Source: an optimization exercise on an open RTL-to-GDS flow (aim: small area). Production flows keep margins and buffers that such runs may drop. Function was checked by simulation only, so behaviour that the tests miss may differ from the original. Power figures rest on the tool's default switching activity, not on a simulated workload.

==> flow/design.v <==
`timescale 1ns / 1ps
module Oled_C(input basys_clock, input [12:0] pixel_index, input [3:0] song_state, output reg [15:0] oled_colour
    );
    wire [6:0] x;
    wire [6:0] y;
    pix_convert convert0 (pixel_index, x, y);
    always @ (posedge basys_clock) begin
        if ( y == 11 && ((x>=1 && x<=3) || (x == 6 || x == 10) || (x>=13 && x<=15) || (x>=18 && x<=21) || (x>=24 && x<=26)
             || (x>=30 && x<=32) || (x==36||x==37) || (x==41) || (x==53 || x== 57) || (x==61 || x==62) || (x>=66 && x<=68)
             || (x==73 || x==74) || (x==78 || x==81))) begin
            oled_colour <= 16'b 11111_111111_11111;
          end
        else if (y == 12 && ((x==2) || (x==6||x==7) || (x==9 || x==10) || (x==13 || x==16) || (x==18) || (x==24 || x==27) 
             || (x==31) || (x==35 || x==38) || (x==41) || (x==53 || x==54) || (x==56 || x==57) || (x==60 || x==63) || 
             (x==66 || x==69) || (x==72 || x==75) || (x==78 || x==81))) begin
             oled_colour <= 16'b 11111_111111_11111;
            end
        else if (y == 13 && ((x==2) || (x==6||x==8||x==10) || (x>=13 && x<=15) || (x>=18 && x<=20) || (x>=24 && x<=26) 
             || (x==31) || (x>=35 && x<=38) || (x==41) || (x==53 || x==55 || x==57) || (x>=60 && x<=63) || 
             (x>=66 && x<=68) || (x==72) || (x>=78 && x<=81))) begin
             oled_colour <= 16'b 11111_111111_11111;
            end
        else if (y == 14 && ((x==2) || (x==6||x==10) || (x==13) || (x==18) || (x==24 || x==26) 
             || (x==31) || (x==35 || x==38) || (x==41) || (x==53 || x==57) || (x==60 || x==63) || 
             (x==66 || x==68) || (x==72 || x==75) || (x==78 || x==81))) begin
             oled_colour <= 16'b 11111_111111_11111;
            end  
        else if (y == 15 && ((x>=1 && x<=3) || (x==6||x==10) || (x==13) || (x>=18 && x<=21) || (x==24 || x==27) 
             || (x>=30 && x<=32) || (x==35 || x==38) || (x>=41 && x<=44) || (x==53 || x==57) || (x==60 || x==63) || 
             (x==66 || x==69) || (x==73 || x==74) || (x==78 || x==81))) begin
             oled_colour <= 16'b 11111_111111_11111;
           end 
        else if (y == 26 && ((x>=1 && x<=4) || (x==7 || x==10) || (x>=13 && x<=15) || (x>=23 && x<=26) || (x==29)
             || (x>=35 && x<=37) || (x>=41 && x<=43) || (x>=46 && x<=49))) begin
             oled_colour <= 16'b 11111_111111_11111;
            end
        else if (y == 27 && ((x==1) || (x==7 || x==10) || (x==13 || x==16) || (x== 23) 
             || (x==29) || (x==36) || (x==40)
             || (x==46))) begin
              oled_colour <= 16'b 11111_111111_11111;
            end
        else if (y == 28 && ((x>=1 && x<=3) || (x==7 || x==10) || (x>=13 && x<=15) || (x>=23 && x<=25) || 
             (x==29) || (x==36) || (x>=41 && x<=42) || (x>=46 && x<=48))) begin
             oled_colour <= 16'b 11111_111111_11111;
            end
        else if (y == 29 && ((x==1) || (x==7 || x==10) || (x==13 || x==15) || (x==23) 
              || (x==29) || (x==36) || (x==43)
              || (x==46))) begin
              oled_colour <= 16'b 11111_111111_11111;
             end
        else if (y == 30 && ((x==1) || (x==8 || x==9) || (x==13 || x==16) || (x>=23 && x<=26) 
              || (x>=29 && x<=32) || (x>=35 && x<=37) || (x>=40 && x<=42)
              || (x>=46 && x<=49))) begin
              oled_colour <= 16'b 11111_111111_11111;
              end
        else if (y == 42 && ((x==2 || x==3) || (x>=7 && x<=9) || (x>=13 && x<=16) || (x>=25 && x<=29) || (x==33 || x==34)
             || (x==47) || (x==51 || x==52) || (x==56 || x==60))) begin
             oled_colour <= 16'b 11111_111111_11111;
            end
        else if (y == 43 && ((x==1 || x==4) || (x==7 || x==10) || (x==13) || (x==27) || (x==32 || x==35) || (x==47)
             || (x==50 || x== 53) || (x==56 || x==60))) begin
             oled_colour <= 16'b 11111_111111_11111;
            end
        else if (y == 44 && ((x==1 || x==4) || (x==7 || x==10) || (x>=13 && x<=15) || (x==27) || (x==32 || x==35) || (x==47)
              || (x==50 || x== 53) || (x>=57 && x<=59))) begin
              oled_colour <= 16'b 11111_111111_11111;
             end
        else if (y == 45 && ((x==1 || x==4) || (x==7 || x==10) || (x==13) || (x==27) || (x==32 || x==35) || (x==44) || (x==47)
              || (x==50 || x== 53) || (x==58))) begin
              oled_colour <= 16'b 11111_111111_11111;
             end
        else if (y == 46 && ((x==2 || x==3) || (x>=7 && x<=9) || (x>=13 && x<=16) || (x==27) || (x==33 || x==34)
             || (x==45 || x==46) || (x==51 || x==52) || (x==58))) begin
             oled_colour <= 16'b 11111_111111_11111;
            end
        else if (y == 58 && ((x==1 || x==4) || (x>=7 && x<=10) || (x==13 || x==17) || (x>=20 && x<=23) || (x>=26 && x<=28) 
             || (x==39 || x== 40) || (x==45 || x==46) || (x==50 || x==53) || (x==56 || x==59) || (x==63 || x==64))) begin
             oled_colour <= 16'b 11111_111111_11111;
            end
        else if (y == 59 && ((x==1 || x==2 || x==4) || (x==7) || (x==13 || x==17) || (x==20) || (x==26 || x==29) 
             || (x==38) || (x==44 || x==47) || (x==50 || x==51 || x==53) || (x==56 || x==57 || x==59) || (x==62 || x==65))) begin
             oled_colour <= 16'b 11111_111111_11111;
            end
        else if (y == 60 && ((x==1 || x==3 || x==4) || (x>=7 && x<=9) || (x==14 || x==16) || (x>=20 && x<=22) 
             || (x>=26 && x<=28) || (x==38 || x==40 || x==41) || (x==44 || x==47) || (x==50 || x==52 || x==53) ||
             (x==56 || x==58 || x==59) || (x>= 62 && x<=65))) begin
             oled_colour <= 16'b 11111_111111_11111;        
            end
        else if (y == 61 && ((x==1 || x==4) || (x==7) || (x==14 || x==16) || (x==20) 
              || (x==26 || x==28) || (x==38 || x==41) || (x==44 || x==47) || (x==50 || x==53) ||
              (x==56 || x==59) || (x== 62 || x==65)|| (x==67 || x==69 || x==71 || x==73 || x== 75 || x==77))) begin
              oled_colour <= 16'b 11111_111111_11111;        
             end
        else if (y == 62 && ((x==1 || x==4) || (x>=7 && x<=10) || (x==15) || (x>=20 && x<=23) || (x==26 || x==29) 
              || (x==39 || x== 40) || (x==45 || x==46) || (x==50 || x==53) || (x==56 || x==59) || (x==62 || x==65))) begin
              oled_colour <= 16'b 11111_111111_11111;
             end
        else if (song_state == 0 || song_state == 1 && (y==11) && ((x>=88 && x<=92))) 
              oled_colour <= 16'b 11111_111111_11111;
        else if (song_state == 0 || song_state == 1 && (y==12) && ((x>=87 && x<=92))) 
              oled_colour <= 16'b 11111_111111_11111;
        else if (song_state == 0 || song_state == 1 && (y==13) && ((x>=86 && x<=92))) 
              oled_colour <= 16'b 11111_111111_11111;
        else if (song_state == 0 || song_state == 1 && (y==14) && ((x>=87 && x<=92))) 
              oled_colour <= 16'b 11111_111111_11111;
        else if (song_state == 0 || song_state == 1 && (y==15) && ((x>=88 && x<=92))) 
              oled_colour <= 16'b 11111_111111_11111;
        else if (song_state == 2 && (y==26) && ((x>=56 && x<=60))) 
              oled_colour <= 16'b 11111_111111_11111;
        else if (song_state == 2 && (y==27) && ((x>=55 && x<=60))) 
              oled_colour <= 16'b 11111_111111_11111;
        else if (song_state == 2 && (y==28) && ((x>=54 && x<=60))) 
              oled_colour <= 16'b 11111_111111_11111;
        else if (song_state == 2 && (y==29) && ((x>=55 && x<=60))) 
              oled_colour <= 16'b 11111_111111_11111;  
        else if (song_state == 2 && (y==30) && ((x>=56 && x<=60))) 
              oled_colour <= 16'b 11111_111111_11111;
        else if (song_state == 3 && (y==42) && ((x>=66 && x<=70))) 
               oled_colour <= 16'b 11111_111111_11111;
        else if (song_state == 3 && (y==43) && ((x>=65 && x<=70))) 
               oled_colour <= 16'b 11111_111111_11111;
        else if (song_state == 3 && (y==44) && ((x>=64 && x<=70))) 
               oled_colour <= 16'b 11111_111111_11111;
        else if (song_state == 3 && (y==45) && ((x>=65 && x<=70))) 
               oled_colour <= 16'b 11111_111111_11111;  
        else if (song_state == 3 && (y==46) && ((x>=66 && x<=70))) 
               oled_colour <= 16'b 11111_111111_11111;     
        else if (song_state == 4 && (y==58) && ((x>=84 && x<=88))) 
               oled_colour <= 16'b 11111_111111_11111;
        else if (song_state == 4 && (y==59) && ((x>=83 && x<=88))) 
               oled_colour <= 16'b 11111_111111_11111;
        else if (song_state == 4 && (y==60) && ((x>=82 && x<=88))) 
               oled_colour <= 16'b 11111_111111_11111;
        else if (song_state == 4 && (y==61) && ((x>=83 && x<=88))) 
               oled_colour <= 16'b 11111_111111_11111;
        else if (song_state == 4 && (y==62) && ((x>=84 && x<=88))) 
               oled_colour <= 16'b 11111_111111_11111;
        else
            oled_colour <= 16'b 00000_000000_00000;
    end
endmodule
`timescale 1ns / 1ps
module a_440hz(
    input basys_clock,
    input rst,
    output reg clk_440hz
    );
    reg [31:0] count;
        always @ (posedge basys_clock)
        begin
            if (rst) begin
                count <= 0;
                clk_440hz <= 0;
            end else begin
            count <= (count == 114) ? 0 : count + 1;
            clk_440hz <= (count == 0) ? ~clk_440hz : clk_440hz;
            end
        end
 endmodule
`timescale 1ns / 1ps
module b_494hz(
    input basys_clock,
    input rst,
    output reg clk_659hz
    );
    reg [31:0] count;
        always @ (posedge basys_clock)
        begin
            if (rst) begin
                count <= 0;
                clk_659hz <= 0;
            end else begin
            count <= (count == 101) ? 0 : count + 1;
            clk_659hz <= (count == 0) ? ~clk_659hz : clk_659hz;
            end
        end
 endmodule
`timescale 1ns / 1ps
module cH_523hz(
    input basys_clock,
    input rst,
    output reg clk_523hz
    );
    reg [31:0] count;
        always @ (posedge basys_clock)
        begin
            if (rst) begin
                count <= 0;
                clk_523hz <= 0;
            end else begin
            count <= (count == 96) ? 0 : count + 1;
            clk_523hz <= (count == 0) ? ~clk_523hz : clk_523hz;
            end
        end
 endmodule
`timescale 1ns / 1ps
module c_256hz(
    input basys_clock,
    input rst,
    output reg clk_659hz
    );
    reg [31:0] count;
        always @ (posedge basys_clock)
        begin
            if (rst) begin
                count <= 0;
                clk_659hz <= 0;
            end else begin
            count <= (count == 195) ? 0 : count + 1;
            clk_659hz <= (count == 0) ? ~clk_659hz : clk_659hz;
            end
        end
 endmodule
`timescale 1ns / 1ps
module dH_587hz(
    input basys_clock,
    input rst,
    output reg clk_587hz
    );
    reg [31:0] count;
        always @ (posedge basys_clock)
        begin
            if (rst) begin
                count <= 0;
                clk_587hz <= 0;
            end else begin
            count <= (count == 85) ? 0 : count + 1;
            clk_587hz <= (count == 0) ? ~clk_587hz : clk_587hz;
            end
        end
 endmodule
`timescale 1ns / 1ps
module debouncer_v1(
    input btnC,
    input clk_oled,
    input rst,
    output reset
    );
    wire dff_1_out;
    wire dff_2_out;
    dff dff0 (clk_oled, rst, btnC, dff_1_out);
    dff dff1 (clk_oled, rst, dff_1_out, dff_2_out);
    assign reset = dff_1_out & ~dff_2_out;
endmodule
`timescale 1ns / 1ps
module dff(
    input DFF_CLOCK, rst, D,
    output reg Q
    );
    always @ (posedge DFF_CLOCK)
    begin
        if (rst)
            Q <= 0;
        else
            Q <= D;
    end
endmodule
`timescale 1ns / 1ps
module dsharp(
    input basys_clock,
    input rst,
    output reg clk_622hz
    );
    reg [31:0] count;
        always @ (posedge basys_clock)
        begin
            if (rst) begin
                count <= 0;
                clk_622hz <= 0;
            end else begin
            count <= (count == 80) ? 0 : count + 1;
            clk_622hz <= (count == 0) ? ~clk_622hz : clk_622hz;
            end
        end
 endmodule
`timescale 1ns / 1ps
module eH_659hz(
    input basys_clock,
    input rst,
    output reg clk_659hz
    );
    reg [31:0] count;
        always @ (posedge basys_clock)
        begin
            if (rst) begin
                count <= 0;
                clk_659hz <= 0;
            end else begin
            count <= (count == 76) ? 0 : count + 1;
            clk_659hz <= (count == 0) ? ~clk_659hz : clk_659hz;
            end
        end
 endmodule
`timescale 1ns / 1ps
module e_329hz(
    input basys_clock,
    input rst,
    output reg clk_329hz
    );
    reg [31:0] count;
        always @ (posedge basys_clock)
        begin
            if (rst) begin
                count <= 0;
                clk_329hz <= 0;
            end else begin
            count <= (count == 152) ? 0 : count + 1;
            clk_329hz <= (count == 0) ? ~clk_329hz : clk_329hz;
            end
        end
 endmodule
`timescale 1ns / 1ps
module fH_698hz(
    input basys_clock,
    input rst,
    output reg clk_698hz
    );
    reg [31:0] count;
        always @ (posedge basys_clock)
        begin
            if (rst) begin
                count <= 0;
                clk_698hz <= 0;
            end else begin
            count <= (count == 72) ? 0 : count + 1;
            clk_698hz <= (count == 0) ? ~clk_698hz : clk_698hz;
            end
        end
 endmodule
`timescale 1ns / 1ps
module f_349hz(
    input basys_clock,
    input rst,
    output reg clk_349hz
    );
    reg [31:0] count;
        always @ (posedge basys_clock)
        begin
            if (rst) begin
                count <= 0;
                clk_349hz <= 0;
            end else begin
            count <= (count == 143) ? 0 : count + 1;
            clk_349hz <= (count == 0) ? ~clk_349hz : clk_349hz;
            end
        end
 endmodule
`timescale 1ns / 1ps
module gH_784hz(
    input basys_clock,
    input rst,
    output reg clk_523hz
    );
    reg [31:0] count;
        always @ (posedge basys_clock)
        begin
            if (rst) begin
                count <= 0;
                clk_523hz <= 0;
            end else begin
            count <= (count == 64) ? 0 : count + 1;
            clk_523hz <= (count == 0) ? ~clk_523hz : clk_523hz;
            end
        end
 endmodule
`timescale 1ns / 1ps
module gS_415hz(
    input basys_clock,
    input rst,
    output reg clk_415hz
    );
    reg [31:0] count;
        always @ (posedge basys_clock)
        begin
            if (rst) begin
                count <= 0;
                clk_415hz <= 0;
            end else begin
            count <= (count == 120) ? 0 : count + 1;
            clk_415hz <= (count == 0) ? ~clk_415hz : clk_415hz;
            end
        end
 endmodule
`timescale 1ns / 1ps
module g_392hz(
    input basys_clock,
    input rst,
    output reg clk_392hz
    );
    reg [31:0] count;
        always @ (posedge basys_clock)
        begin
            if (rst) begin
                count <= 0;
                clk_392hz <= 0;
            end else begin
            count <= (count == 128) ? 0 : count + 1;
            clk_392hz <= (count == 0) ? ~clk_392hz : clk_392hz;
            end
        end
 endmodule
`timescale 1ns / 1ps
module note (input basys_clock, input [31:0] note0, input [31:0] note1, input [31:0] note2, 
input [31:0] note3, input [3:0] song_state, output reg [31:0] note_out);
    always @ (posedge basys_clock) begin
    if (song_state == 1)
        note_out <= note0;
    else if (song_state == 2)
        note_out <= note1;
    else if (song_state == 3)
        note_out <= note2;
    else if (song_state == 4)
        note_out <= note3;
    else
        note_out <= 0;
    end
endmodule
`timescale 1ns / 1ps
module pix_convert(
    input [12:0]pix_index,
    output [6:0]x,
    output [6:0]y
    );
    assign x = (pix_index % 96);
    assign y = (pix_index / 96);
endmodule
`timescale 1ns / 1ps
module segment_control_music(input basys_clock, input rst, input [31:0] note, output reg [6:0] seg, output reg [3:0] an
    );
    reg [9:0] counter;
    always @ (posedge basys_clock) begin
        counter <= rst ? 10'd0 : counter + 1;
        if (counter [9:8] == 1) begin
            an <= 4'b 0111;
            case(note)   
                "a": seg <= 7'b 0001000;
                "cH": seg <= 7'b 1000110;
                "eH": seg <= 7'b 0000110;
                "fH": seg <= 7'b 0001110;
                "f": seg <= 7'b 0001110;
                "gS": seg <= 7'b 1000010;
                "dH": seg <= 7'b 0100001;
                "g" : seg <= 7'b 1000010;
                "gH" : seg <= 7'b 1000010;
                "b" : seg <= 7'b 0000011;
                "c" : seg <= 7'b 1000110;
                "e": seg <= 7'b 0000110;
                "eS": seg <= 7'b 0000110;
                default: seg <= 7'b 1111111;    
            endcase
         end
         else begin
            an <= 4'b 1011;
            case(note)
                "a": seg <= 7'b 1111111;
                "cH": seg <= 7'b 0001001;
                "eH": seg <= 7'b 0001001;
                "fH": seg <= 7'b 0001001;
                "f": seg <= 7'b 1111111;
                "gS": seg <= 7'b 0010010;
                "dH": seg <= 7'b 0001001;
                "g" : seg <= 7'b 1111111;
                "gH" : seg <= 7'b 0001001;
                "b" : seg <= 7'b 1111111;
                "c" : seg <= 7'b 1111111;
                "e" : seg <= 7'b 1111111;
                "eS": seg <= 7'b 0010010;                
                default: seg <= 7'b 1111111;
            endcase
      end
    end
endmodule
`timescale 1ns / 1ps
module song_fur_elise (input basys_clock, input rst, input button, input [3:0] song_state, output reg speaker, output reg [31:0] note
    );
   wire eH,dH,b,cH,a,c,e,eS;
   cH_523hz  tone1 (basys_clock, rst, cH);
   a_440hz  tone3 (basys_clock, rst, a);
   c_256hz  tone4 (basys_clock, rst, c);
   eH_659hz tone5 (basys_clock, rst, eH);
   dH_587hz tone6 (basys_clock, rst, dH);
   e_329hz tone7 (basys_clock, rst, e);
   b_494hz ton8 (basys_clock, rst, b);
   dsharp tone9(basys_clock, rst, eS);
   parameter integer basys_freq = 100_000;
   parameter integer delay_500ms = basys_freq * 0.5;
   parameter integer delay_350ms = basys_freq * 0.35;
   parameter integer delay_150ms = basys_freq * 0.15;
   parameter integer delay_650ms = basys_freq * 0.65;
   parameter integer delay_break = basys_freq * 0.1;
   reg [31:0] counter;
   reg counter_clear;
   reg past_500ms;
   reg past_350ms;
   reg past_150ms;
   reg past_650ms;
   reg past_break;
   reg [31:0] state;
   always @ (posedge basys_clock) begin
    speaker <= (state=="t1" || state=="t3" || state=="t5") 
                                 ? eH :  
                                 (state=="t2" || state=="t4" ) ? eS :
                                 (state == "t7") ? dH :                                                 
                                 (state=="t6" || state=="t13" || state=="t16") ? b :                                
                                 (state=="t8" || state=="t17") ? cH :    
                                 (state=="t9" || state=="t12" || state =="t15") ? a :   
                                 (state=="t10") ? c :                                                                                                               
                                 (state=="t11" || state=="t14") ? e : 0;
    note <= (state=="t1" || state=="t3" || state=="t5") 
              ? "eH" :  
              (state=="t2" || state=="t4") ? "eS" :
              (state=="t7")? "dH" :                                                 
              (state=="t6" || state=="t13" || state=="t16") ? "b" :                                
              (state=="t8" || state=="t17") ? "cH" :    
              (state=="t9" || state=="t12" || state =="t15") ? "a" :   
              (state=="t10") ? "c" :                                                                                                               
              (state=="t11" || state=="t14") ? "e" : 0;
    if (counter_clear) begin
        counter <= 0;
        counter_clear <= 0;
        past_500ms <= 0;
        past_350ms <= 0;
        past_150ms <= 0;
        past_650ms <= 0;
        past_break <= 0;
     end
    else begin
        counter <= counter + 1;
        if (counter == delay_500ms) 
            past_500ms <= 1;
        if (counter == delay_350ms)
            past_350ms <= 1;
        if (counter == delay_150ms)
            past_150ms <= 1;
        if (counter == delay_650ms)
            past_650ms <= 1;
        if (counter == delay_break)
            past_break <= 1;
    end
    case(state)
    "ini" : begin counter_clear <= 1; 
                    if (button == 1 && song_state == 2) begin
                        state <= "t1";
                    end
             end
             "t1" : begin 
                    if (past_350ms) begin
                        counter_clear <= 1;
                        state <= "b1";
                     end
             end
             "b1" : begin
                    if (past_break) begin
                        counter_clear <= 1;
                        state <= "t2";
                    end
             end
             "t2" :begin
                    if (past_350ms) begin
                        counter_clear <= 1;
                        state <= "b2";
                    end
             end
             "b2" : begin
                     if (past_break) begin
                         counter_clear <= 1;
                         state <= "t3";
                     end
             end
             "t3" : begin
                      if (past_350ms) begin
                          counter_clear <= 1;
                          state <= "b3";
                      end
             end
             "b3" : begin
                     if (past_break) begin
                         counter_clear <= 1;
                         state <= "t4";
                     end
             end
             "t4" : begin
                      if (past_350ms) begin
                          counter_clear <= 1;
                          state <= "b4";
                      end
              end
              "b4" : begin
                       if (past_break) begin
                           counter_clear <= 1;
                           state <= "t5";
                       end
               end
               "t5" : begin
                        if (past_350ms) begin
                           counter_clear <= 1;
                           state <= "b5";
                        end
                end
                "b5" : begin
                         if (past_break) begin
                             counter_clear <= 1;
                             state <= "t6";
                         end
                end
                "t6" : begin
                          if (past_350ms) begin
                              counter_clear <= 1;
                              state <= "b6";
                          end
                 end
                 "b6" : begin
                           if (past_break) begin
                               counter_clear <= 1;
                               state <= "t7";
                           end
                 end
                 "t7" : begin
                            if (past_350ms) begin
                                counter_clear <= 1;
                                state <= "b7";
                            end
                  end
                  "b7" : begin
                            if (past_break) begin
                                counter_clear <= 1;
                                state <= "t8";
                         end
                  end
                  "t8" : begin
                            if (past_350ms) begin
                                counter_clear <= 1;
                                state <= "b8";
                            end
                   end
                   "b8" : begin
                             if (past_break) begin
                                 counter_clear <= 1;
                                 state <= "t9";
                              end
                   end
                   "t9" : begin
                              if (past_break) begin
                                  counter_clear <= 1;
                                  state <= "b9";
                               end
                    end
                    "b9" : begin
                              if (past_500ms) begin
                                  counter_clear <= 1;
                                  state <= "t10";
                              end
                     end
                     "t10" : begin
                               if (past_350ms) begin
                                   counter_clear <= 1;
                                   state
                                    <= "b10";
                                end
                      end
                      "b10" : begin
                                 if (past_break) begin
                                     counter_clear <= 1;
                                     state <= "t11";
                                 end
                       end
                       "t11" : begin
                                  if (past_350ms) begin
                                      counter_clear <= 1;
                                      state <= "b11";
                                   end
                       end
                       "b11" : begin
                                   if (past_break) begin
                                      counter_clear <= 1;
                                      state <= "t12";
                                   end
                       end
                       "t12" : begin
                                   if (past_350ms) begin
                                     counter_clear <= 1;
                                     state <= "b12";
                                   end                                                                                                   
                        end
                        "b12" : begin
                                  if (past_break) begin
                                      counter_clear <= 1;
                                      state <= "t13";
                                  end
                         end
                         "t13" : begin
                                   if (past_650ms) begin
                                       counter_clear <= 1;
                                       state <= "b13";
                                   end                                                                                                   
                         end
                         "b13" : begin
                                    if (past_break) begin
                                        counter_clear <= 1;
                                        state <= "t14";
                                    end
                         end
                          "t14" : begin
                                    if (past_350ms) begin
                                        counter_clear <= 1;
                                        state <= "b14";
                                    end                                                                                                   
                          end
                         "b14" : begin
                                   if (past_break) begin
                                       counter_clear <= 1;
                                       state <= "t15";
                                   end
                          end 
                         "t15" : begin
                                    if (past_350ms) begin
                                    counter_clear <= 1;
                                    state <= "b15";
                                    end                                                                                                   
                                 end
                         "b15" : begin
                                    if (past_break) begin
                                        counter_clear <= 1;
                                        state <= "t16";
                                    end
                                 end
                         "t16" : begin
                                     if (past_350ms) begin
                                         counter_clear <= 1;
                                         state <= "b16";
                                     end                                                                                                   
                                 end
                         "b16" : begin
                                     if (past_break) begin
                                        counter_clear <= 1;
                                        state <= "t17";
                                     end
                                 end
                         "t17" : begin
                                     if (past_350ms) begin
                                        counter_clear <= 1;
                                        state <= "b17";
                                 end                                                                                                   
                            end      
                        "b17" : begin
                                      if (past_break) begin
                                        counter_clear <= 1;
                                        state <= "ini";
                               end                                                                                                   
                        end    
    endcase
    if (rst) begin
        counter <= 0;
        counter_clear <= 0;
        past_500ms <= 0;
        past_350ms <= 0;
        past_150ms <= 0;
        past_650ms <= 0;
        past_break <= 0;
        state <= "ini";
    end        
 end
endmodule
`timescale 1ns / 1ps
module song_imperial_march (input basys_clock, input rst, input button, input [3:0] song_state, output reg speaker, output reg [31:0] note
    );
   wire a, cH, eH, fH, f, gS;
   a_440hz   tone0 (basys_clock, rst, a);
   cH_523hz  tone1 (basys_clock, rst, cH);
   eH_659hz  tone2 (basys_clock, rst, eH);
   fH_698hz  tone3 (basys_clock, rst, fH);
   f_349hz   tone4 (basys_clock, rst, f);
   gS_415hz  tone5 (basys_clock, rst, gS);
   parameter integer basys_freq = 100_000;
   parameter integer delay_500ms = basys_freq * 0.5;
   parameter integer delay_350ms = basys_freq * 0.35;
   parameter integer delay_150ms = basys_freq * 0.15;
   parameter integer delay_650ms = basys_freq * 0.65;
   parameter integer delay_break = basys_freq * 0.1;
   reg [31:0] counter;
   reg counter_clear;
   reg past_500ms;
   reg past_350ms;
   reg past_150ms;
   reg past_650ms;
   reg past_break;
   reg [31:0] state;
   always @ (posedge basys_clock) begin
    speaker <= (state=="t1" || state=="t2" || state=="t3" || state=="t6" || state=="t9" || state=="t18") 
                                 ? a :  
                                 (state=="t4" || state=="t7" || state=="t16") ? f :                                                 
                                 (state=="t5" || state=="t8" || state=="t14" || state=="t17") ? cH :                                
                                 (state=="t10" || state=="t11" || state=="t12") ? eH :                                              
                                 (state=="t13") ? fH :                                                                              
                                 (state=="t15") ? gS : 0;
     note <= (state=="t1" || state=="t2" || state=="t3" || state=="t6" || state=="t9" || state=="t18") 
                                      ? "a" :  
                                      (state=="t4" || state=="t7" || state=="t16") ? "f" :                                                 
                                      (state=="t5" || state=="t8" || state=="t14" || state=="t17") ? "cH" :                                
                                      (state=="t10" || state=="t11" || state=="t12") ? "eH" :                                              
                                      (state=="t13") ? "fH" :                                                                              
                                      (state=="t15") ? "gS" : 0;
    if (counter_clear) begin
        counter <= 0;
        counter_clear <= 0;
        past_500ms <= 0;
        past_350ms <= 0;
        past_150ms <= 0;
        past_650ms <= 0;
        past_break <= 0;
     end
    else begin
        counter <= counter + 1;
        if (counter == delay_500ms) 
            past_500ms <= 1;
        if (counter == delay_350ms)
            past_350ms <= 1;
        if (counter == delay_150ms)
            past_150ms <= 1;
        if (counter == delay_650ms)
            past_650ms <= 1;
        if (counter == delay_break)
            past_break <= 1;
    end
    case(state)
        "ini" : begin counter_clear <= 1; 
                if (button == 1 && song_state == 1) begin
                    state <= "t1";
                end
         end
         "t1" : begin 
                if (past_500ms) begin
                    counter_clear <= 1;
                    state <= "b1";
                 end
         end
         "b1" : begin
                if (past_break) begin
                    counter_clear <= 1;
                    state <= "t2";
                end
         end
         "t2" :begin
                if (past_500ms) begin
                    counter_clear <= 1;
                    state <= "b2";
                end
         end
         "b2" : begin
                 if (past_break) begin
                     counter_clear <= 1;
                     state <= "t3";
                 end
         end
         "t3" : begin
                  if (past_500ms) begin
                      counter_clear <= 1;
                      state <= "b3";
                  end
         end
         "b3" : begin
                 if (past_break) begin
                     counter_clear <= 1;
                     state <= "t4";
                 end
         end
         "t4" : begin
                  if (past_350ms) begin
                      counter_clear <= 1;
                      state <= "b4";
                  end
          end
          "b4" : begin
                   if (past_break) begin
                       counter_clear <= 1;
                       state <= "t5";
                   end
           end
           "t5" : begin
                    if (past_150ms) begin
                       counter_clear <= 1;
                       state <= "b5";
                    end
            end
            "b5" : begin
                     if (past_break) begin
                         counter_clear <= 1;
                         state <= "t6";
                     end
            end
            "t6" : begin
                      if (past_500ms) begin
                          counter_clear <= 1;
                          state <= "b6";
                      end
             end
             "b6" : begin
                       if (past_break) begin
                           counter_clear <= 1;
                           state <= "t7";
                       end
             end
             "t7" : begin
                        if (past_350ms) begin
                            counter_clear <= 1;
                            state <= "b7";
                        end
              end
              "b7" : begin
                        if (past_break) begin
                            counter_clear <= 1;
                            state <= "t8";
                     end
              end
              "t8" : begin
                        if (past_150ms) begin
                            counter_clear <= 1;
                            state <= "b8";
                        end
               end
               "b8" : begin
                         if (past_break) begin
                             counter_clear <= 1;
                             state <= "t9";
                          end
               end
               "t9" : begin
                          if (past_650ms) begin
                              counter_clear <= 1;
                              state <= "b9";
                           end
                end
                "b9" : begin
                          if (past_650ms) begin
                              counter_clear <= 1;
                              state <= "t10";
                          end
                 end
                 "t10" : begin
                           if (past_500ms) begin
                               counter_clear <= 1;
                               state <= "b10";
                            end
                  end
                  "b10" : begin
                             if (past_break) begin
                                 counter_clear <= 1;
                                 state <= "t11";
                             end
                   end
                   "t11" : begin
                              if (past_500ms) begin
                                  counter_clear <= 1;
                                  state <= "b11";
                               end
                   end
                   "b11" : begin
                               if (past_break) begin
                                  counter_clear <= 1;
                                  state <= "t12";
                               end
                   end
                   "t12" : begin
                               if (past_500ms) begin
                                 counter_clear <= 1;
                                 state <= "b12";
                               end                                                                                                   
                    end
                    "b12" : begin
                              if (past_break) begin
                                  counter_clear <= 1;
                                  state <= "t13";
                              end
                     end
                     "t13" : begin
                               if (past_350ms) begin
                                   counter_clear <= 1;
                                   state <= "b13";
                               end                                                                                                   
                     end
                     "b13" : begin
                                if (past_break) begin
                                    counter_clear <= 1;
                                    state <= "t14";
                                end
                     end
                      "t14" : begin
                                if (past_150ms) begin
                                    counter_clear <= 1;
                                    state <= "b14";
                                end                                                                                                   
                      end
                     "b14" : begin
                               if (past_break) begin
                                   counter_clear <= 1;
                                   state <= "t15";
                               end
                      end 
                      "t15" : begin
                                if (past_500ms) begin
                                    counter_clear <= 1;
                                    state <= "b15";
                                end                                                                                                   
                       end
                      "b15" : begin
                                if (past_break) begin
                                    counter_clear <= 1;
                                    state <= "t16";
                                end
                       end
                      "t16" : begin
                                if (past_350ms) begin
                                    counter_clear <= 1;
                                    state <= "b16";
                                end                                                                                                   
                       end
                      "b16" : begin
                                if (past_break) begin
                                    counter_clear <= 1;
                                    state <= "t17";
                                end
                       end
                      "t17" : begin
                                if (past_150ms) begin
                                    counter_clear <= 1;
                                    state <= "b17";
                                end                                                                                                   
                       end
                      "b17" : begin
                                 if (past_break) begin
                                     counter_clear <= 1;
                                     state <= "t18";
                                 end
                       end
                      "t18" : begin
                                if (past_650ms) begin
                                    counter_clear <= 1;
                                    state <= "ini";
                                end                                                                                                   
                       end
                  endcase
    if (rst) begin
        counter <= 0;
        counter_clear <= 0;
        past_500ms <= 0;
        past_350ms <= 0;
        past_150ms <= 0;
        past_650ms <= 0;
        past_break <= 0;
        state <= "ini";
    end
 end
endmodule
`timescale 1ns / 1ps
module song_never_gonna_give_you_up (input basys_clock, input rst, input button, input [3:0] song_state, output reg speaker, output reg [31:0] note
    );
   wire cH,dH,g,eH,gH,fH;
   cH_523hz  tone1 (basys_clock, rst, cH);
   fH_698hz   tone2 (basys_clock, rst, fH);
   g_392hz  tone3 (basys_clock, rst, g);
   gH_784hz  tone4 (basys_clock, rst, gH);
   eH_659hz tone5 (basys_clock, rst, eH);
   dH_587hz tone6 (basys_clock, rst, dH);
   parameter integer basys_freq = 100_000;
   parameter integer delay_500ms = basys_freq * 0.5;
   parameter integer delay_350ms = basys_freq * 0.35;
   parameter integer delay_150ms = basys_freq * 0.15;
   parameter integer delay_650ms = basys_freq * 0.65;
   parameter integer delay_break = basys_freq * 0.1;
   reg [31:0] counter;
   reg counter_clear;
   reg past_500ms;
   reg past_350ms;
   reg past_150ms;
   reg past_650ms;
   reg past_break;
   reg [31:0] state;
   always @ (posedge basys_clock) begin
    speaker <= (state=="t1" || state=="t9" || state=="t14") 
                                 ? cH :  
                                 (state=="t2" || state=="t4" || state=="t10" || state=="t12" || state=="t13") ? dH :                                                 
                                 (state=="t3" || state=="t11" ) ? g :                                
                                 (state=="t5" || state=="t8") ? eH :                                              
                                 (state=="t6") ? gH :                                                                              
                                 (state=="t7") ? fH: 0;
     note <= (state=="t1" || state=="t9" || state=="t14") 
      ? "cH" :  
      (state=="t2" || state=="t4" || state=="t10" || state=="t12" || state=="t13") ? "dH" :                                                 
      (state=="t3" || state=="t11") ? "g" :                                
      (state=="t5" || state=="t8") ? "eH" :                                              
      (state=="t6") ? "gH" :                                                                              
      (state=="t7") ? "fH" : 0;
    if (counter_clear) begin
        counter <= 0;
        counter_clear <= 0;
        past_500ms <= 0;
        past_350ms <= 0;
        past_150ms <= 0;
        past_650ms <= 0;
        past_break <= 0;
     end
    else begin
        counter <= counter + 1;
        if (counter == delay_500ms) 
            past_500ms <= 1;
        if (counter == delay_350ms)
            past_350ms <= 1;
        if (counter == delay_150ms)
            past_150ms <= 1;
        if (counter == delay_650ms)
            past_650ms <= 1;
        if (counter == delay_break)
            past_break <= 1;
    end
    case(state)
    "ini" : begin counter_clear <= 1; 
                    if (button == 1 && song_state == 4) begin
                        state <= "t1";
                    end
             end
             "t1" : begin 
                    if (past_650ms) begin
                        counter_clear <= 1;
                        state <= "b1";
                     end
             end
             "b1" : begin
                    if (past_break) begin
                        counter_clear <= 1;
                        state <= "t2";
                    end
             end
             "t2" :begin
                    if (past_650ms) begin
                        counter_clear <= 1;
                        state <= "b2";
                    end
             end
             "b2" : begin
                     if (past_break) begin
                         counter_clear <= 1;
                         state <= "t3";
                     end
             end
             "t3" : begin
                      if (past_500ms) begin
                          counter_clear <= 1;
                          state <= "b3";
                      end
             end
             "b3" : begin
                     if (past_break) begin
                         counter_clear <= 1;
                         state <= "t4";
                     end
             end
             "t4" : begin
                      if (past_650ms) begin
                          counter_clear <= 1;
                          state <= "b4";
                      end
              end
              "b4" : begin
                       if (past_break) begin
                           counter_clear <= 1;
                           state <= "t5";
                       end
               end
               "t5" : begin
                        if (past_650ms) begin
                           counter_clear <= 1;
                           state <= "b5";
                        end
                end
                "b5" : begin
                         if (past_break) begin
                             counter_clear <= 1;
                             state <= "t6";
                         end
                end
                "t6" : begin
                          if (past_150ms) begin
                              counter_clear <= 1;
                              state <= "b6";
                          end
                 end
                 "b6" : begin
                           if (past_break) begin
                               counter_clear <= 1;
                               state <= "t7";
                           end
                 end
                 "t7" : begin
                            if (past_150ms) begin
                                counter_clear <= 1;
                                state <= "b7";
                            end
                  end
                  "b7" : begin
                            if (past_break) begin
                                counter_clear <= 1;
                                state <= "t8";
                         end
                  end
                  "t8" : begin
                            if (past_150ms) begin
                                counter_clear <= 1;
                                state <= "b8";
                            end
                   end
                   "b8" : begin
                             if (past_break) begin
                                 counter_clear <= 1;
                                 state <= "t9";
                              end
                   end
                   "t9" : begin
                              if (past_650ms) begin
                                  counter_clear <= 1;
                                  state <= "b9";
                               end
                    end
                    "b9" : begin
                              if (past_650ms) begin
                                  counter_clear <= 1;
                                  state <= "t10";
                              end
                     end
                     "t10" : begin
                               if (past_650ms) begin
                                   counter_clear <= 1;
                                   state <= "b10";
                                end
                      end
                      "b10" : begin
                                 if (past_break) begin
                                     counter_clear <= 1;
                                     state <= "t11";
                                 end
                       end
                       "t11" : begin
                                  if (past_350ms) begin
                                      counter_clear <= 1;
                                      state <= "b11";
                                   end
                       end
                       "b11" : begin
                                   if (past_break) begin
                                      counter_clear <= 1;
                                      state <= "t12";
                                   end
                       end
                       "t12" : begin
                                   if (past_350ms) begin
                                     counter_clear <= 1;
                                     state <= "b12";
                                   end                                                                                                   
                        end
                        "b12" : begin
                                  if (past_break) begin
                                      counter_clear <= 1;
                                      state <= "t13";
                                  end
                         end
                         "t13" : begin
                                   if (past_350ms) begin
                                       counter_clear <= 1;
                                       state <= "b13";
                                   end                                                                                                   
                         end
                         "b13" : begin
                                    if (past_350ms) begin
                                        counter_clear <= 1;
                                        state <= "t14";
                                    end
                         end
                          "t14" : begin
                                    if (past_350ms) begin
                                        counter_clear <= 1;
                                        state <= "b14";
                                    end                                                                                                   
                          end
                         "b14" : begin
                                   if (past_break) begin
                                       counter_clear <= 1;
                                       state <= "ini";
                                   end
                          end 
    endcase
    if (rst) begin
        counter <= 0;
        counter_clear <= 0;
        past_500ms <= 0;
        past_350ms <= 0;
        past_150ms <= 0;
        past_650ms <= 0;
        past_break <= 0;
        state <= "ini";
    end        
 end
endmodule
module song_ode_to_joy (input basys_clock, input rst, input button, input [3:0] song_state, output reg speaker, output reg [31:0] note
    );
   wire cH, dH, eH, fH, gH ;
   cH_523hz  tone1 (basys_clock, rst, cH);
   dH_587hz  tone0 (basys_clock, rst, dH);
   eH_659hz  tone2 (basys_clock, rst, eH);
   fH_698hz  tone3 (basys_clock, rst, fH);
   gH_784hz  tone4 (basys_clock, rst, gH);
   parameter integer basys_freq = 100_000;
   parameter integer delay_500ms = basys_freq * 0.5;
   parameter integer delay_350ms = basys_freq * 0.35;
   parameter integer delay_150ms = basys_freq * 0.15;
   parameter integer delay_650ms = basys_freq * 0.65;
   parameter integer delay_break = basys_freq * 0.1;
   reg [31:0] counter;
   reg counter_clear;
   reg past_500ms;
   reg past_350ms;
   reg past_150ms;
   reg past_650ms;
   reg past_break;
   reg [31:0] state;
   always @ (posedge basys_clock) begin
    speaker <= (state=="t1" || state=="t2" || state=="t7" || state=="t12" || state=="t13") 
          ? eH :  
          (state=="t3" || state=="t6") ? fH :                                                 
          (state=="t5" || state=="t4") ? gH :                                
          (state=="t8" || state=="t11" || state=="t14" || state=="t15") ? dH :                                              
          (state=="t9"  || state=="t10") ? cH : 0;
    note <= (state=="t1" || state=="t2" || state=="t7" || state=="t12" || state=="t13") 
               ? "eH" :  
               (state=="t3" || state=="t6") ? "fH" :                                                 
               (state=="t5" || state=="t4") ? "gH" :                                
               (state=="t8" || state=="t11" || state=="t14" || state=="t15") ? "dH" :                                              
               (state=="t9"  || state=="t10") ? "cH" : 0;
    if (counter_clear) begin
        counter <= 0;
        counter_clear <= 0;
        past_500ms <= 0;
        past_350ms <= 0;
        past_150ms <= 0;
        past_650ms <= 0;
        past_break <= 0;
     end
    else begin
        counter <= counter + 1;
        if (counter == delay_500ms) 
            past_500ms <= 1;
        if (counter == delay_350ms)
            past_350ms <= 1;
        if (counter == delay_150ms)
            past_150ms <= 1;
        if (counter == delay_650ms)
            past_650ms <= 1;
        if (counter == delay_break)
            past_break <= 1;
    end
    case(state)
        "ini" : begin counter_clear <= 1; 
                if (button == 1 && song_state == 3) begin
                    state <= "t1";
                end
         end
         "t1" : begin 
                if (past_500ms) begin
                    counter_clear <= 1;
                    state <= "b1";
                 end
         end
         "b1" : begin
                if (past_break) begin
                    counter_clear <= 1;
                    state <= "t2";
                end
         end
         "t2" :begin
                if (past_500ms) begin
                    counter_clear <= 1;
                    state <= "b2";
                end
         end
         "b2" : begin
                 if (past_break) begin
                     counter_clear <= 1;
                     state <= "t3";
                 end
         end
         "t3" : begin
                  if (past_500ms) begin
                      counter_clear <= 1;
                      state <= "b3";
                  end
         end
         "b3" : begin
                 if (past_break) begin
                     counter_clear <= 1;
                     state <= "t4";
                 end
         end
         "t4" : begin
                  if (past_500ms) begin
                      counter_clear <= 1;
                      state <= "b4";
                  end
          end
          "b4" : begin
                   if (past_break) begin
                       counter_clear <= 1;
                       state <= "t5";
                   end
           end
           "t5" : begin
                    if (past_500ms) begin
                       counter_clear <= 1;
                       state <= "b5";
                    end
            end
            "b5" : begin
                     if (past_break) begin
                         counter_clear <= 1;
                         state <= "t6";
                     end
            end
            "t6" : begin
                      if (past_500ms) begin
                          counter_clear <= 1;
                          state <= "b6";
                      end
             end
             "b6" : begin
                       if (past_break) begin
                           counter_clear <= 1;
                           state <= "t7";
                       end
             end
             "t7" : begin
                        if (past_500ms) begin
                            counter_clear <= 1;
                            state <= "b7";
                        end
              end
              "b7" : begin
                        if (past_break) begin
                            counter_clear <= 1;
                            state <= "t8";
                     end
              end
              "t8" : begin
                        if (past_500ms) begin
                            counter_clear <= 1;
                            state <= "b8";
                        end
               end
               "b8" : begin
                         if (past_break) begin
                             counter_clear <= 1;
                             state <= "t9";
                          end
               end
               "t9" : begin
                          if (past_500ms) begin
                              counter_clear <= 1;
                              state <= "b9";
                           end
                end
                "b9" : begin
                          if (past_break) begin
                              counter_clear <= 1;
                              state <= "t10";
                          end
                 end
                 "t10" : begin
                           if (past_500ms) begin
                               counter_clear <= 1;
                               state <= "b10";
                            end
                  end
                  "b10" : begin
                             if (past_break) begin
                                 counter_clear <= 1;
                                 state <= "t11";
                             end
                   end
                   "t11" : begin
                              if (past_500ms) begin
                                  counter_clear <= 1;
                                  state <= "b11";
                               end
                   end
                   "b11" : begin
                               if (past_break) begin
                                  counter_clear <= 1;
                                  state <= "t12";
                               end
                   end
                   "t12" : begin
                               if (past_500ms) begin
                                 counter_clear <= 1;
                                 state <= "b12";
                               end                                                                                                   
                    end
                    "b12" : begin
                              if (past_break) begin
                                  counter_clear <= 1;
                                  state <= "t13";
                              end
                     end
                     "t13" : begin
                               if (past_500ms) begin
                                   counter_clear <= 1;
                                   state <= "b13";
                               end                                                                                                   
                     end
                     "b13" : begin
                                if (past_350ms) begin
                                    counter_clear <= 1;
                                    state <= "t14";
                                end
                     end
                      "t14" : begin
                                if (past_500ms) begin
                                    counter_clear <= 1;
                                    state <= "b14";
                                end                                                                                                   
                      end
                     "b14" : begin
                               if (past_350ms) begin
                                   counter_clear <= 1;
                                   state <= "t15";
                               end
                      end 
                      "t15" : begin
                                if (past_500ms) begin
                                    counter_clear <= 1;
                                    state <= "b15";
                                end                                                                                                   
                       end
                      "b15" : begin
                                if (past_break) begin
                                    counter_clear <= 1;
                                    state <= "ini";
                                end
                       end
                  endcase
    if (rst) begin
        counter <= 0;
        counter_clear <= 0;
        past_500ms <= 0;
        past_350ms <= 0;
        past_150ms <= 0;
        past_650ms <= 0;
        past_break <= 0;
        state <= "ini";
    end
 end
endmodule
`timescale 1ns / 1ps
module song_state_update(input [2:0] app_state,input basys_clock, input rst, input btnL, btnR,  output reg [3:0] song_state
    );
    wire R_pressed, L_pressed;
    debouncer_v1 d1 (btnR, basys_clock, rst, R_pressed);
    debouncer_v1 d2 (btnL, basys_clock, rst, L_pressed);
    always @ (posedge basys_clock) begin
       if (rst)
           song_state <= 1;
       else if (app_state == 2) begin
           if (song_state == 5)
                    song_state <= 1;
           else if (song_state == 0)
                    song_state <= 4;
           if (R_pressed)
                song_state <= song_state + 1;
            else if (L_pressed) 
                song_state <= song_state - 1;
       end
    end   
endmodule
`timescale 1ns / 1ps
module speaker(input [2:0] app_state, input basys_clock, input rst, input [3:0] speakers, input [3:0] song_state, output reg speaker
    );
    always @ (posedge basys_clock) begin
        if (rst)
            speaker <= 0;
        else if (app_state == 2) begin
            if (song_state == 1)
              speaker <= speakers[0];
            else if (song_state == 2)
              speaker <= speakers[1];
            else if (song_state == 3)
              speaker <= speakers[2];
            else if (song_state == 4)
              speaker <= speakers[3];
            else
              speaker <= 0;
        end      
    end
endmodule
`timescale 1ns / 1ps
module Music_App(
    input [12:0] pixel_index,
    input [2:0] app_state,
    input basys_clock,
    input rst,
    input btnC, btnL, btnR,
    output AIN,
    output [6:0] seg, 
    output [3:0] an,
    output [15:0] oled_color,
    output reg [3:0] led
    );
        wire send_pix;
        wire [15:0] pixel_data;
        wire fb;
        wire samp_pix;
        wire [3:0] song_state;    
    wire [31:0] note0; wire [3:0] speaker;
    wire [31:0] note1; 
    wire [31:0] note2; 
    wire [31:0] note3; 
    wire [31:0] note_out;
    speaker speaker_start (app_state, basys_clock, rst, speaker, song_state, AIN);
    note note_start (basys_clock, note0, note1, note2, note3, song_state, note_out);
    song_imperial_march song0 (basys_clock, rst, btnC, song_state, speaker[0], note0);
    segment_control_music control0(basys_clock, rst, note_out, seg,an);
    song_never_gonna_give_you_up song3(basys_clock, rst, btnC, song_state, speaker[3], note3);
    song_fur_elise song1(basys_clock, rst, btnC, song_state, speaker[1], note1);
    song_ode_to_joy song2 (basys_clock, rst, btnC, song_state, speaker[2], note2);
    Oled_C colour0 (basys_clock, pixel_index, song_state, oled_color);
    song_state_update update0 (app_state, basys_clock, rst, btnL, btnR, song_state);
    always @ (posedge basys_clock) begin
       if (song_state == 1)
           led[0] <= 1;
       else
           led[0] <= 0;
       if (song_state == 2)
          led[1] <= 1;
       else 
          led[1] <= 0;   
       if (song_state == 3)
          led[2] <= 1;
       else 
          led[2] <= 0; 
       if (song_state == 4)
          led[3] <= 1;
       else 
          led[3] <= 0;
    end
endmodule
==> flow/run.sh <==
#!/bin/bash
# synth_recipe.tcl (not shown) runs the flow's synth.tcl, then flattens the netlist and writes it again
# the make line also repeats each setting of config.mk as NAME=value (left out here)
make -C /OpenROAD-flow-scripts/flow DESIGN_CONFIG=/design/flow/config.mk WORK_HOME=/design/flow/orfs CLKGATE_MAP_FILE= SYNTH_SCRIPT=/design/flow/synth_recipe.tcl finish
==> flow/config.mk <==
export PLATFORM = sky130hd
export DESIGN_NAME = Music_App
export DESIGN_NICKNAME = Music_App
export VERILOG_FILES = /design/flow/design.v
export SDC_FILE = /design/flow/constraint.sdc
export NUM_CORES = 4
export LEC_CHECK = 0
export CAP_MARGIN = 20
export CORE_MARGIN = 2
export CORE_UTILIZATION = 40
export SLEW_MARGIN = 20
==> flow/constraint.sdc <==
create_clock -name core_clock -period 10.0 [get_ports {basys_clock}]
set_input_delay 2.0000 -clock core_clock [delete_from_list [all_inputs] [get_ports {basys_clock}]]
set_output_delay 2.0000 -clock core_clock [all_outputs]
set_load 0.01 [all_outputs]
==> run summary <==
==> worst paths after layout <==
path,from,endpoint
worst max-delay path,pixel_index[12],colour0.oled_colour[14]
worst min-delay path,song0.note[5],note_start.note_out[5]
worst max register to register,song3.state[20],song3.state[12]
worst min register to register,song0.note[5],note_start.note_out[5]
==> stage by stage <==
| step | area [sq um] | setup slack, ns | utilization, % | hold WS, ns | total power (W) |
|---|---|---|---|---|---|
| global route | 60600 | 2.18 | 44.7 | 0.466 | 0.0110 |
| finish | 60600 | 2.56 | 44.7 | 0.429 | 0.0105 |
| global placement | 56500 | 1.91 | 41.7 | 0.412 | 0.00598 |
| CTS | 60600 | 2.74 | 44.7 | 0.432 | 0.0106 |
| floorplan | 54800 | 4.25 | - | 0.401 | 0.00567 |
| detailed placement | 56500 | 1.95 | 41.7 | 0.417 | 0.00599 |
==> final cells by class <==
type | count | area, sq um
Clock inverter | 40 | 561
Timing Repair Buffer | 76 | 694
Clock buffer | 181 | 3550
Multi-Input combinational cell | 5260 | 30600
Fill cell | 13400 | 75000
Inverter | 196 | 736
Tap cell | 1781 | 2230
Sequential cell | 1110 | 22200
==> cell usage in the layout, fill, tap and decap left out, types with 15 or more instances in the layout <==
master / count
inv_1: 192
xor2_1: 593
nor4b_1: 37
clkinv_2: 19
a21o_1: 17
o21ai_0: 257
o21a_1: 16
and3_1: 186
or2_2: 28
a211oi_1: 19
and4_1: 47
buf_4: 25
a31oi_1: 32
nand3b_1: 17
xnor2_1: 225
dfxtp_1: 1110
nor4_1: 193
a22oi_1: 26
nand3_1: 420
o22ai_1: 35
nor3_1: 144
clkbuf_1: 30
clkbuf_16: 121
nand2_1: 611
ha_1: 70
clkbuf_8: 30
nor2_1: 1292
nand2b_1: 49
nand4_1: 183
o211ai_1: 15
a21oi_1: 225
clkdlybuf4s50_1: 47
nor2b_1: 57
or3_1: 130
and2_1: 43
==> logic make-up after synthesis <==
family / synth area share (%)
AOI/OAI and AO/OA: 10.2
xor gates and xnor gates: 13.2
adders and majority gates: 1.60
buffers and inverters: 3.56
DFF: 40.6
muxes: 0.269
other: 0.00684
and+or+nand+nor: 30.7
==> metal layers <==
layer / up-vias / GRT usage [%]
li1: 23500 / -
met1: 21400 / 24.4
met2: 931 / 28.2
met3: 243 / 2.71
met4: 0 / 6.27
met5: - / 0
==> report_power, final <==
part,leakage [nW],switching (W),internal [W]
registers,8.97,0.000152,0.00456
logic,11.0,0.000763,0.000427
clock network,2.02,0.00184,0.00273
total,22.0,0.00275,0.00771
==> critical path: stages <==
cell,delay [ns]
clkdlybuf4s50_1,0.87
ha_1,0.59
nand3b_1,0.59
nand2_1,0.53
a22o_1,0.21
a2bb2oi_1,0.33
o22ai_2,0.20
o21ai_2,0.59
xnor2_1,0.47
nor2_1,0.28
a22oi_2,0.28
a31oi_1,0.16
a2111oi_2,0.39
nand4_1,0.15
nor3_1,0.28
nand4_1,0.12
==> summary.txt <==
Logic synthesis
  – Sequential area share after synthesis: 40.6%
  – Avg Cell Area, Syn: ~8 sq um
  – Seq cells post-synth: 1110
  – Ys Warns: 44
  – Mapped cell area: 54800 sq um
  – Top FF cell, synth: dfxtp_1
  – Synth cell count leaders: nor2_1 (1292), dfxtp_1 (1110), nand2_1 (611)
  – Top-count cell post-synth: nor2_1
  – Top-area cell type share of the netlist area: 40.6%
  – Synth Instances: 6847
  – Distinct cells, synth: around 110
  – Post-synth EDFFs: 0
  – Async set-reset flop share out of synthesis: 0%
  – Post-synth top area cell: dfxtp_1
  – Area contributors post-synth: dfxtp_1 (41%), xor2_1 (9.5%), nor2_1 (8.9%)

Timing
  – RSZ-0062 raised after global routing: false
  – Setup_tns: 0 ns
  – Worst relative slew slack: 26.8%
  – Final clock skew: roughly 0.022 ns
  – Final setup fails: 0
  – Final period util: 74.4%
  – Final Slew Violations: 0
  – Worst-margin pin slew: 1.07 ns
  – Period minus WS final: 7.44 ns
  – Maximum clock frequency: 134 MHz
  – Fin. Hold Viols: 0

Cells and area
  – Antenna cell count: 0
  – Finished Layout Cells: between 8k and 9k
  – Layout area overhead: 10.7%
  – Layout cell share with drive strength beyond 1: 4.69%
  – Fin nets: 6854

Critical path
  – Worst endpoint required time: 10.61 ns
  – CP Capture Type: register
  – Critical path class: input pin to register
  – R2R setup slack: 5.89 ns
  – Worst EP arrival: 8.05 ns
  – R2R depth: 13
  – CP max FO: 26
  – Crit start category: input pin

Global route
  – Largest net degree at the start of global routing: 59
  – Number of global-route vias before repair: approximately 42k
  – First-pass GRT wire length: 214000 um
  – Initial antenna violation count: 2
  – Total track usage: approximately 18%
  – Gr ovfl total: 0

Pwr
  – Max IR drop VDD: 138 uV
  – Lkg Pwr: 22.0 nW
  – Pwr dens: 173 nW/um^2

Placement
  – GP Congestion: roughly 0.95
  – Post-DP HPWL: 86700 um
  – Placed insts: 8422
  – Port buffer count: 50

CTS
  – Postcts setup bufs: 0
  – Clock Pin Slew Worst Setup and Hold Paths: 0.07 ns
  – CTS Buffer Depth: 3
  – CTS root buf: clkbuf_16
  – CTS tree: yes
  – Clock Sinks: 1110
  – CTS Hold Bufs: 0
  – H-tree depth: 3
  – Clk latency of the worst-skew pair: 0.73 ns
  – CTS buffer count: 119
  – Post-CTS sizing: 0

Die
  – I/O pin count: 53
  – Die area: 140000 sq um
  – Starting Density: 40.4%
  – Core Rows: 135
  – Core area: 136000 sq um
  – Die Span X: 374 um
  – Die Y: around 370 um

Min path
  – Hold crit path type: register to register
  – Hold path cells: 2

Status
  – Run status: finished clean

Routing
  – Initial drt markers: between 3k and 4k
  – Top Layer Used: met4
  – Via count: around 46k
  – Routed wire per std cell: 14.7 um
  – DR vias/cell: between 5 and 6
  – Post-detailed-route count of antenna-violating nets: 0
  – Drt first pass iters: 6
  – Final WL: about 130000 um
  – Post-route DRC: 0
  – Met1 WL: 61900 um
  – Metal3 WL: 5650 um
  – WL met2: around 56000 um

Job
  – Max Cap Violations: 0

## separate check: timing with driven ports
No port has a modelled driver above. Below, the same layout with a new extraction and two added sets of constraints. Step 1: set_driving_cell puts a clkbuf_16 on basys_clock and a buf_2 on each other input, an assumption about the parent block. Step 2 times the ports against the registers' clock, not the clock port: input delays grow and output delays shrink by t, the midpoint of the rising clock arrivals with the driver on. Slacks: ideal ports / drivers / drivers and shift; pairs: ideal ports / drivers.
t, ns: 0.794
slack for setup (ns): 2.555 / 2.606 / 1.811
worst setup path after step 2: input to register
latest minus earliest clock arrival (ns): 0.027 / 0.027
slew at the worst register clock pin (ns): 0.08 / 0.08
After both steps this run still meets setup and hold. For this run, drivers alone change the setup slack by +0.051 ns; drivers and shift together by -0.744 ns.
